Context: an optimization exercise on an open-source flow, tuned for small area, a short achievable clock period and few clock cycles. The choices shown serve that exercise and are no tape-out recipe. In this exercise RTL edits were held to simulation tests only and were not proved equivalent to the original. Power is estimated from default activity; no workload was simulated.

// cpu
module cpu(clk,reset,s,load,in,out,N,V,Z,w);
input clk, reset, s, load;
input [15:0] in;
output [15:0] out;
output N, V, Z, w;
reg [15:0] ir;
reg [15:0] R [0:7];
always @(posedge clk)
  if (load) ir <= in;
wire [15:0] ins = load ? in : ir;
wire [2:0] opcode = ins[15:13];
wire [1:0] op = ins[12:11];
wire [2:0] rn = ins[10:8];
wire [2:0] rd = ins[7:5];
wire [1:0] sh = ins[4:3];
wire [2:0] rm = ins[2:0];
wire go = s & ~reset;
wire is_movi = (opcode == 3'b110) & (op == 2'b10);
wire is_mov  = (opcode == 3'b110) & (op == 2'b00);
wire is_alu  = (opcode == 3'b101);
wire is_cmp  = is_alu & (op == 2'b01);
wire is_and  = is_alu & (op == 2'b10);
wire writes_c = is_mov | (is_alu & (op != 2'b01));
wire use_a   = is_alu & (op != 2'b11);    
wire inv_b   = is_alu & op[0];            
reg [15:0] p2, g2;
reg a15_2, cin2, wr2, wc2, cmp2;
reg [2:0] wa2;
reg [15:0] c;
reg [2:0] nvz;
wire [15:0] res, out_n;
wire [2:0] nvz_n;
wire [7:0] busy = {8{wr2}} & (8'd1 << wa2);
wire [7:0] dec_n = 8'd1 << rn;
wire [7:0] dec_m = 8'd1 << rm;
wire [7:0] sel_n = dec_n & ~busy;
wire [7:0] sel_m = dec_m & ~busy;
wire fwd_n = |(dec_n & busy);
wire fwd_m = |(dec_m & busy);
reg [15:0] a, bs;
integer k;
always @(*) begin
  a  = {16{fwd_n}} & res;
  bs = {16{fwd_m}} & res;
  for (k = 0; k < 8; k = k + 1) begin
    a  = a  | ({16{sel_n[k]}} & R[k]);
    bs = bs | ({16{sel_m[k]}} & R[k]);
  end
end
reg  [15:0] b;
always @(*)
  case (sh)
    2'b00: b = bs;
    2'b01: b = {bs[14:0], 1'b0};
    2'b10: b = {1'b0, bs[15:1]};
    default: b = {bs[15], bs[15:1]};
  endcase
wire [15:0] x = use_a ? a : 16'd0;
wire [15:0] y = is_movi ? {{8{ins[7]}}, ins[7:0]} : (inv_b ? ~b : b);
always @(posedge clk) begin
  p2    <= is_and ? (x & y) : (x ^ y);
  g2    <= is_and ? 16'd0 : ((x & y) | {15'd0, inv_b & (x[0] ^ y[0])});
  a15_2 <= a[15];
  cin2  <= inv_b;
  wr2   <= go & (is_movi | writes_c);
  wc2   <= go & writes_c;
  cmp2  <= go & is_cmp;
  wa2   <= is_movi ? rn : rd;
end
  ...
Size in the first run: about 860 cells after synthesis, roughly 200 flip-flops, roughly 40 I/O pins, roughly 10000 um2 of cells after synthesis.
==> module ALU, before the edit <==
module ALU(
  input  [15:0] p,       
  input  [15:0] g,       
  input         cin,
  input         a15,     
  input         wc,      
  input         cmp,     
  input  [15:0] c,       
  input  [2:0]  nvz,     
  output [15:0] res,     
  output [15:0] out_n,   
  output [2:0]  nvz_n    
);
wire [15:0] gl [0:4];
wire [15:0] pl [0:4];
assign gl[0] = g;
assign pl[0] = p;
genvar l, i;
generate
  for (l = 0; l < 4; l = l + 1) begin : lvl
    for (i = 0; i < 16; i = i + 1) begin : bt
      if (i >= (1 << l)) begin : comb
        assign gl[l+1][i] = gl[l][i] | (pl[l][i] & gl[l][i - (1 << l)]);
        assign pl[l+1][i] = pl[l][i] & pl[l][i - (1 << l)];
      end else begin : pass
        assign gl[l+1][i] = gl[l][i];
        assign pl[l+1][i] = pl[l][i];
      end
    end
  end
endgenerate
wire [15:0] cy = {gl[4][14:0], cin};
wire [15:0] r0 = p;
wire [15:0] r1 = ~p;
wire [15:0] o0 = wc ? r0 : c;
wire [15:0] o1 = wc ? r1 : c;
genvar k;
generate
  for (k = 0; k < 16; k = k + 1) begin : sel
    assign res[k]   = cy[k] ? r1[k] : r0[k];
    assign out_n[k] = cy[k] ? o1[k] : o0[k];
  end
endgenerate
wire s15 = p[15] ^ cy[15];
assign nvz_n = cmp ? {s15, p[15] & (s15 ^ a15), &p} : nvz;
endmodule
==> module cpu, before the edit <==
module cpu(clk,reset,s,load,in,out,N,V,Z,w);
input clk, reset, s, load;
input [15:0] in;
output [15:0] out;
output N, V, Z, w;
reg [15:0] ir;
reg [15:0] R [0:7];
always @(posedge clk)
  if (load) ir <= in;
wire [15:0] ins = load ? in : ir;
wire [2:0] opcode = ins[15:13];
wire [1:0] op = ins[12:11];
wire [2:0] rn = ins[10:8];
wire [2:0] rd = ins[7:5];
wire [1:0] sh = ins[4:3];
wire [2:0] rm = ins[2:0];
wire go = s & ~reset;
wire is_movi = (opcode == 3'b110) & (op == 2'b10);
wire is_mov  = (opcode == 3'b110) & (op == 2'b00);
wire is_alu  = (opcode == 3'b101);
wire is_cmp  = is_alu & (op == 2'b01);
wire is_and  = is_alu & (op == 2'b10);
wire writes_c = is_mov | (is_alu & (op != 2'b01));
wire use_a   = is_alu & (op != 2'b11);    
wire inv_b   = is_alu & op[0];            
reg [15:0] p2, g2;
reg a15_2, cin2, wr2, wc2, cmp2;
reg [2:0] wa2;
reg [15:0] c;
reg [2:0] nvz;
wire [15:0] res, out_n;
wire [2:0] nvz_n;
wire [7:0] busy = {8{wr2}} & (8'd1 << wa2);
wire [7:0] dec_n = 8'd1 << rn;
wire [7:0] dec_m = 8'd1 << rm;
wire [7:0] sel_n = dec_n & ~busy;
wire [7:0] sel_m = dec_m & ~busy;
wire fwd_n = |(dec_n & busy);
wire fwd_m = |(dec_m & busy);
reg [15:0] a, bs;
integer k;
always @(*) begin
  a  = {16{fwd_n}} & res;
  bs = {16{fwd_m}} & res;
  for (k = 0; k < 8; k = k + 1) begin
    a  = a  | ({16{sel_n[k]}} & R[k]);
    bs = bs | ({16{sel_m[k]}} & R[k]);
  end
end
reg  [15:0] b;
always @(*)
  case (sh)
    2'b00: b = bs;
    2'b01: b = {bs[14:0], 1'b0};
    2'b10: b = {1'b0, bs[15:1]};
    default: b = {bs[15], bs[15:1]};
  endcase
wire [15:0] x = use_a ? a : 16'd0;
wire [15:0] y = is_movi ? {{8{ins[7]}}, ins[7:0]} : (inv_b ? ~b : b);
always @(posedge clk) begin
  p2    <= is_and ? (x & y) : (x ^ y);
  g2    <= is_and ? 16'd0 : ((x & y) | {15'd0, inv_b & (x[0] ^ y[0])});
  a15_2 <= a[15];
  cin2  <= inv_b;
  wr2   <= go & (is_movi | writes_c);
  wc2   <= go & writes_c;
  cmp2  <= go & is_cmp;
  wa2   <= is_movi ? rn : rd;
end
ALU alu(.p(p2), .g(g2), .cin(cin2), .a15(a15_2), .wc(wc2),
        .cmp(cmp2), .c(c), .nvz(nvz), .res(res), .out_n(out_n), .nvz_n(nvz_n));
always @(posedge clk) begin
  if (wr2) R[wa2] <= res;
  c   <= out_n;
  nvz <= nvz_n;
end
assign out = out_n;
assign {N, V, Z} = nvz_n;
assign w = 1'b1;
endmodule
Settings: LEC_CHECK=0, ABC_CLOCK_PERIOD_IN_PS=2800, CAP_MARGIN=20, CORE_MARGIN=2, CORE_UTILIZATION=40, SETUP_SLACK_MARGIN=2.5, SLEW_MARGIN=20, TNS_END_PERCENT=0; clock period 5.5 ns.
standard.sh (not shown) runs the stock make flow with config.mk's settings and CLKGATE_MAP_FILE= SYNTH_SCRIPT=/design/flow/synth_recipe.tcl, a recipe that flattens the netlist after the stock synthesis.
==> flow/flow/run.sh <==
#!/bin/bash
# The standard layout, with plain buffers (rather than the delay cells
# buffer_ports picks by default) on the input and output ports.
set -euo pipefail
bash standard.sh BUFFER_PORTS_ARGS="-buffer_cell sky130_fd_sc_hd__buf_2" finish > standard.log 2>&1
Testbench counts at the start, summed over its fixed seeds: cycles 24,064.
Edit:
--- a/flow/design.v
+++ b/flow/design.v
@@ -2,6 +2,7 @@
   input  [15:0] p,       
   input  [15:0] g,       
-  input         cin,
+  input         inv,     
   input         a15,     
+  input         is_and,  
   input         wc,      
   input         cmp,     
@@ -30,7 +31,7 @@
   end
 endgenerate
-wire [15:0] cy = {gl[4][14:0], cin};
-wire [15:0] r0 = p;
-wire [15:0] r1 = ~p;
+wire [15:0] cy = {gl[4][14:0], 1'b0};
+wire [15:0] r0 = is_and ? g : (p ^ {16{inv}});
+wire [15:0] r1 = is_and ? g : ~(p ^ {16{inv}});
 wire [15:0] o0 = wc ? r0 : c;
 wire [15:0] o1 = wc ? r1 : c;
@@ -42,6 +43,6 @@
   end
 endgenerate
-wire s15 = p[15] ^ cy[15];
-assign nvz_n = cmp ? {s15, p[15] & (s15 ^ a15), &p} : nvz;
+wire r15 = ~(p[15] ^ cy[15]);
+assign nvz_n = cmp ? {r15, p[15] & (r15 ^ a15), &p} : nvz;
 endmodule
 module cpu(clk,reset,s,load,in,out,N,V,Z,w);
@@ -69,7 +70,7 @@
 wire writes_c = is_mov | (is_alu & (op != 2'b01));
 wire use_a   = is_alu & (op != 2'b11);    
-wire inv_b   = is_alu & op[0];            
+wire inv     = is_alu & op[0];
 reg [15:0] p2, g2;
-reg a15_2, cin2, wr2, wc2, cmp2;
+reg a15_2, inv2, and2, wr2, wc2, cmp2;
 reg [2:0] wa2;
 reg [15:0] c;
@@ -79,5 +80,5 @@
 wire [7:0] busy = {8{wr2}} & (8'd1 << wa2);
 wire [7:0] dec_n = 8'd1 << rn;
-wire [7:0] dec_m = 8'd1 << rm;
+wire [7:0] dec_m = (8'd1 << rm) & {8{~is_movi}};
 wire [7:0] sel_n = dec_n & ~busy;
 wire [7:0] sel_m = dec_m & ~busy;
@@ -102,11 +103,11 @@
     default: b = {bs[15], bs[15:1]};
   endcase
-wire [15:0] x = use_a ? a : 16'd0;
-wire [15:0] y = is_movi ? {{8{ins[7]}}, ins[7:0]} : (inv_b ? ~b : b);
+wire [15:0] x = is_movi ? {{8{ins[7]}}, ins[7:0]} : ((use_a ? a : 16'd0) ^ {16{inv}});
 always @(posedge clk) begin
-  p2    <= is_and ? (x & y) : (x ^ y);
-  g2    <= is_and ? 16'd0 : ((x & y) | {15'd0, inv_b & (x[0] ^ y[0])});
+  p2    <= x ^ b;
+  g2    <= x & b;
   a15_2 <= a[15];
-  cin2  <= inv_b;
+  inv2  <= inv;
+  and2  <= is_and;
   wr2   <= go & (is_movi | writes_c);
   wc2   <= go & writes_c;
@@ -114,5 +115,5 @@
   wa2   <= is_movi ? rn : rd;
 end
-ALU alu(.p(p2), .g(g2), .cin(cin2), .a15(a15_2), .wc(wc2),
+ALU alu(.p(p2), .g(g2), .inv(inv2), .a15(a15_2), .is_and(and2), .wc(wc2),
         .cmp(cmp2), .c(c), .nvz(nvz), .res(res), .out_n(out_n), .nvz_n(nvz_n));
 always @(posedge clk) begin
=>
- power climbs by a few percent
- worst hold slack stays flat
- wire length climbs slightly
- fmax drops by a few percent
- via count climbs by a few percent
- sequential share of layout area climbs by 2.0 points
Testbench counts after the change, summed over its fixed seeds: cycles 24,064.

---

The RTL this note starts from:
==> flow/design.v <==
module ALU(
  input  [15:0] p,       
  input  [15:0] g,       
  input         cin,
  input         a15,     
  input         wc,      
  input         cmp,     
  input  [15:0] c,       
  input  [2:0]  nvz,     
  output [15:0] res,     
  output [15:0] out_n,   
  output [2:0]  nvz_n    
);
wire [15:0] gl [0:4];
wire [15:0] pl [0:4];
assign gl[0] = g;
assign pl[0] = p;
genvar l, i;
generate
  for (l = 0; l < 4; l = l + 1) begin : lvl
    for (i = 0; i < 16; i = i + 1) begin : bt
      if (i >= (1 << l)) begin : comb
        assign gl[l+1][i] = gl[l][i] | (pl[l][i] & gl[l][i - (1 << l)]);
        assign pl[l+1][i] = pl[l][i] & pl[l][i - (1 << l)];
      end else begin : pass
        assign gl[l+1][i] = gl[l][i];
        assign pl[l+1][i] = pl[l][i];
      end
    end
  end
endgenerate
wire [15:0] co = gl[4] | (pl[4] & {16{cin}});
wire [15:0] cy = {co[14:0], cin};
wire [15:0] r0 = p;
wire [15:0] r1 = ~p;
wire [15:0] o0 = wc ? r0 : c;
wire [15:0] o1 = wc ? r1 : c;
genvar k;
generate
  for (k = 0; k < 16; k = k + 1) begin : sel
    assign res[k]   = cy[k] ? r1[k] : r0[k];
    assign out_n[k] = cy[k] ? o1[k] : o0[k];
  end
endgenerate
wire s15 = p[15] ^ cy[15];
assign nvz_n = cmp ? {s15, p[15] & (s15 ^ a15), &p} : nvz;
endmodule
module cpu(clk,reset,s,load,in,out,N,V,Z,w);
input clk, reset, s, load;
input [15:0] in;
output [15:0] out;
output N, V, Z, w;
reg [15:0] ir;
reg [15:0] R [0:7];
always @(posedge clk)
  if (load) ir <= in;
wire [15:0] ins = load ? in : ir;
wire [2:0] opcode = ins[15:13];
wire [1:0] op = ins[12:11];
wire [2:0] rn = ins[10:8];
wire [2:0] rd = ins[7:5];
wire [1:0] sh = ins[4:3];
wire [2:0] rm = ins[2:0];
wire go = s & ~reset;
wire is_movi = (opcode == 3'b110) & (op == 2'b10);
wire is_mov  = (opcode == 3'b110) & (op == 2'b00);
wire is_alu  = (opcode == 3'b101);
wire is_cmp  = is_alu & (op == 2'b01);
wire is_and  = is_alu & (op == 2'b10);
wire writes_c = is_mov | (is_alu & (op != 2'b01));
wire use_a   = is_alu & (op != 2'b11);    
wire inv_b   = is_alu & op[0];            
reg [15:0] p2, g2;
reg a15_2, cin2, wr2, wc2, cmp2;
reg [2:0] wa2;
reg [15:0] c;
reg [2:0] nvz;
wire [15:0] res, out_n;
wire [2:0] nvz_n;
wire [15:0] a  = (wr2 && wa2 == rn) ? res : R[rn];
wire [15:0] bs = (wr2 && wa2 == rm) ? res : R[rm];
reg  [15:0] b;
always @(*)
  case (sh)
    2'b00: b = bs;
    2'b01: b = {bs[14:0], 1'b0};
    2'b10: b = {1'b0, bs[15:1]};
    default: b = {bs[15], bs[15:1]};
  endcase
wire [15:0] x = use_a ? a : 16'd0;
wire [15:0] y = is_movi ? {{8{ins[7]}}, ins[7:0]} : (inv_b ? ~b : b);
always @(posedge clk) begin
  p2    <= is_and ? (x & y) : (x ^ y);
  g2    <= is_and ? 16'd0 : (x & y);
  a15_2 <= a[15];
  cin2  <= inv_b;
  wr2   <= go & (is_movi | writes_c);
  wc2   <= go & writes_c;
  cmp2  <= go & is_cmp;
  wa2   <= is_movi ? rn : rd;
end
ALU alu(.p(p2), .g(g2), .cin(cin2), .a15(a15_2), .wc(wc2),
        .cmp(cmp2), .c(c), .nvz(nvz), .res(res), .out_n(out_n), .nvz_n(nvz_n));
always @(posedge clk) begin
  if (wr2) R[wa2] <= res;
  c   <= out_n;
  nvz <= nvz_n;
end
assign out = out_n;
assign {N, V, Z} = nvz_n;
assign w = 1'b1;
endmodule
clock: 5.5 ns
lec_check: 0
abc_clock_period_in_ps: 2800
cap_margin: 20
core_margin: 2
core_utilization: 40
setup_slack_margin: 2.5
slew_margin: 20
tns_end_percent: 0
run.sh (not shown) runs the stock make flow with config.mk's settings and CLKGATE_MAP_FILE= SYNTH_SCRIPT=/design/flow/synth_recipe.tcl, a recipe that flattens the netlist after the stock synthesis.
Stock flow here: none of the scripts above is used.
Testbench counts at the start, summed over its fixed seeds: cycles 24,064.
Edit:
--- a/flow/design.v
+++ b/flow/design.v
@@ -2,4 +2,5 @@
   input  [15:0] p,       
   input  [15:0] g,       
+  input  [15:0] q,       
   input         cin,
   input         a15,     
@@ -12,11 +13,11 @@
   output [2:0]  nvz_n    
 );
-wire [15:0] gl [0:4];
-wire [15:0] pl [0:4];
-assign gl[0] = g;
-assign pl[0] = p;
+wire [15:0] gl [1:4];
+wire [15:0] pl [1:4];
+assign gl[1] = g;
+assign pl[1] = q;
 genvar l, i;
 generate
-  for (l = 0; l < 4; l = l + 1) begin : lvl
+  for (l = 1; l < 4; l = l + 1) begin : lvl
     for (i = 0; i < 16; i = i + 1) begin : bt
       if (i >= (1 << l)) begin : comb
@@ -30,6 +31,5 @@
   end
 endgenerate
-wire [15:0] co = gl[4] | (pl[4] & {16{cin}});
-wire [15:0] cy = {co[14:0], cin};
+wire [15:0] cy = {gl[4][14:0], cin};
 wire [15:0] r0 = p;
 wire [15:0] r1 = ~p;
@@ -71,5 +71,5 @@
 wire use_a   = is_alu & (op != 2'b11);    
 wire inv_b   = is_alu & op[0];            
-reg [15:0] p2, g2;
+reg [15:0] p2, g2, q2;
 reg a15_2, cin2, wr2, wc2, cmp2;
 reg [2:0] wa2;
@@ -90,7 +90,10 @@
 wire [15:0] x = use_a ? a : 16'd0;
 wire [15:0] y = is_movi ? {{8{ins[7]}}, ins[7:0]} : (inv_b ? ~b : b);
+wire [15:0] p1 = is_and ? (x & y) : (x ^ y);
+wire [15:0] g1 = is_and ? 16'd0 : ((x & y) | {15'd0, inv_b & (x[0] ^ y[0])});
 always @(posedge clk) begin
-  p2    <= is_and ? (x & y) : (x ^ y);
-  g2    <= is_and ? 16'd0 : (x & y);
+  p2    <= p1;
+  g2    <= {g1[15:1] | (p1[15:1] & g1[14:0]), g1[0]};
+  q2    <= {p1[15:1] & p1[14:0], p1[0]};
   a15_2 <= a[15];
   cin2  <= inv_b;
@@ -100,5 +103,5 @@
   wa2   <= is_movi ? rn : rd;
 end
-ALU alu(.p(p2), .g(g2), .cin(cin2), .a15(a15_2), .wc(wc2),
+ALU alu(.p(p2), .g(g2), .q(q2), .cin(cin2), .a15(a15_2), .wc(wc2),
         .cmp(cmp2), .c(c), .nvz(nvz), .res(res), .out_n(out_n), .nvz_n(nvz_n));
 always @(posedge clk) begin
The changed run finished with timing, DRC and antenna clean.
Core utilization is higher by 0.45 points.
Synthesized cell count is higher by about 21%.
Final area is higher by about 8%.
Setup slack gains 170 ps.
Area after synthesis is higher by 7.7%.
Testbench counts after the change, summed over its fixed seeds: cycles 24,064.

what the ideal ports hide:
Ports are ideal in the flow. The routed layouts listed here were re-timed in OpenROAD. Step 1, drivers: a clkbuf_16 drives clk and a buf_2 each remaining input, both assumed. Step 2 times the ports against the registers' clock, not the clock port: input delays grow and output delays shrink by t, the midpoint of the rising clock arrivals with the driver on. Slacks: ideal / step 1 / step 2; pairs: ideal / step 1.
| run | t, ns | setup WS [ns] | worst setup path at the end | worst register clock-pin slew, ns |
|---|---|---|---|---|
| the first run of note 1 | 0.564 | 1.871 / 1.838 / 1.332 | input to register | 0.06 / 0.06 |
| the second run of note 1 | 0.556 | 1.637 / 1.593 / 1.196 | input to register | 0.06 / 0.06 |
| the first run of note 2 | 0.554 | 1.879 / 1.831 / 1.383 | input to register | 0.07 / 0.07 |
| the second run of note 2 | 0.577 | 2.045 / 1.925 / 1.348 | input to register | 0.07 / 0.07 |
After both steps setup and hold are still met in every run listed. The setup slack of the second run of note 2, which loses most, moves by -0.120 ns with the drivers and by -0.697 ns with both steps.
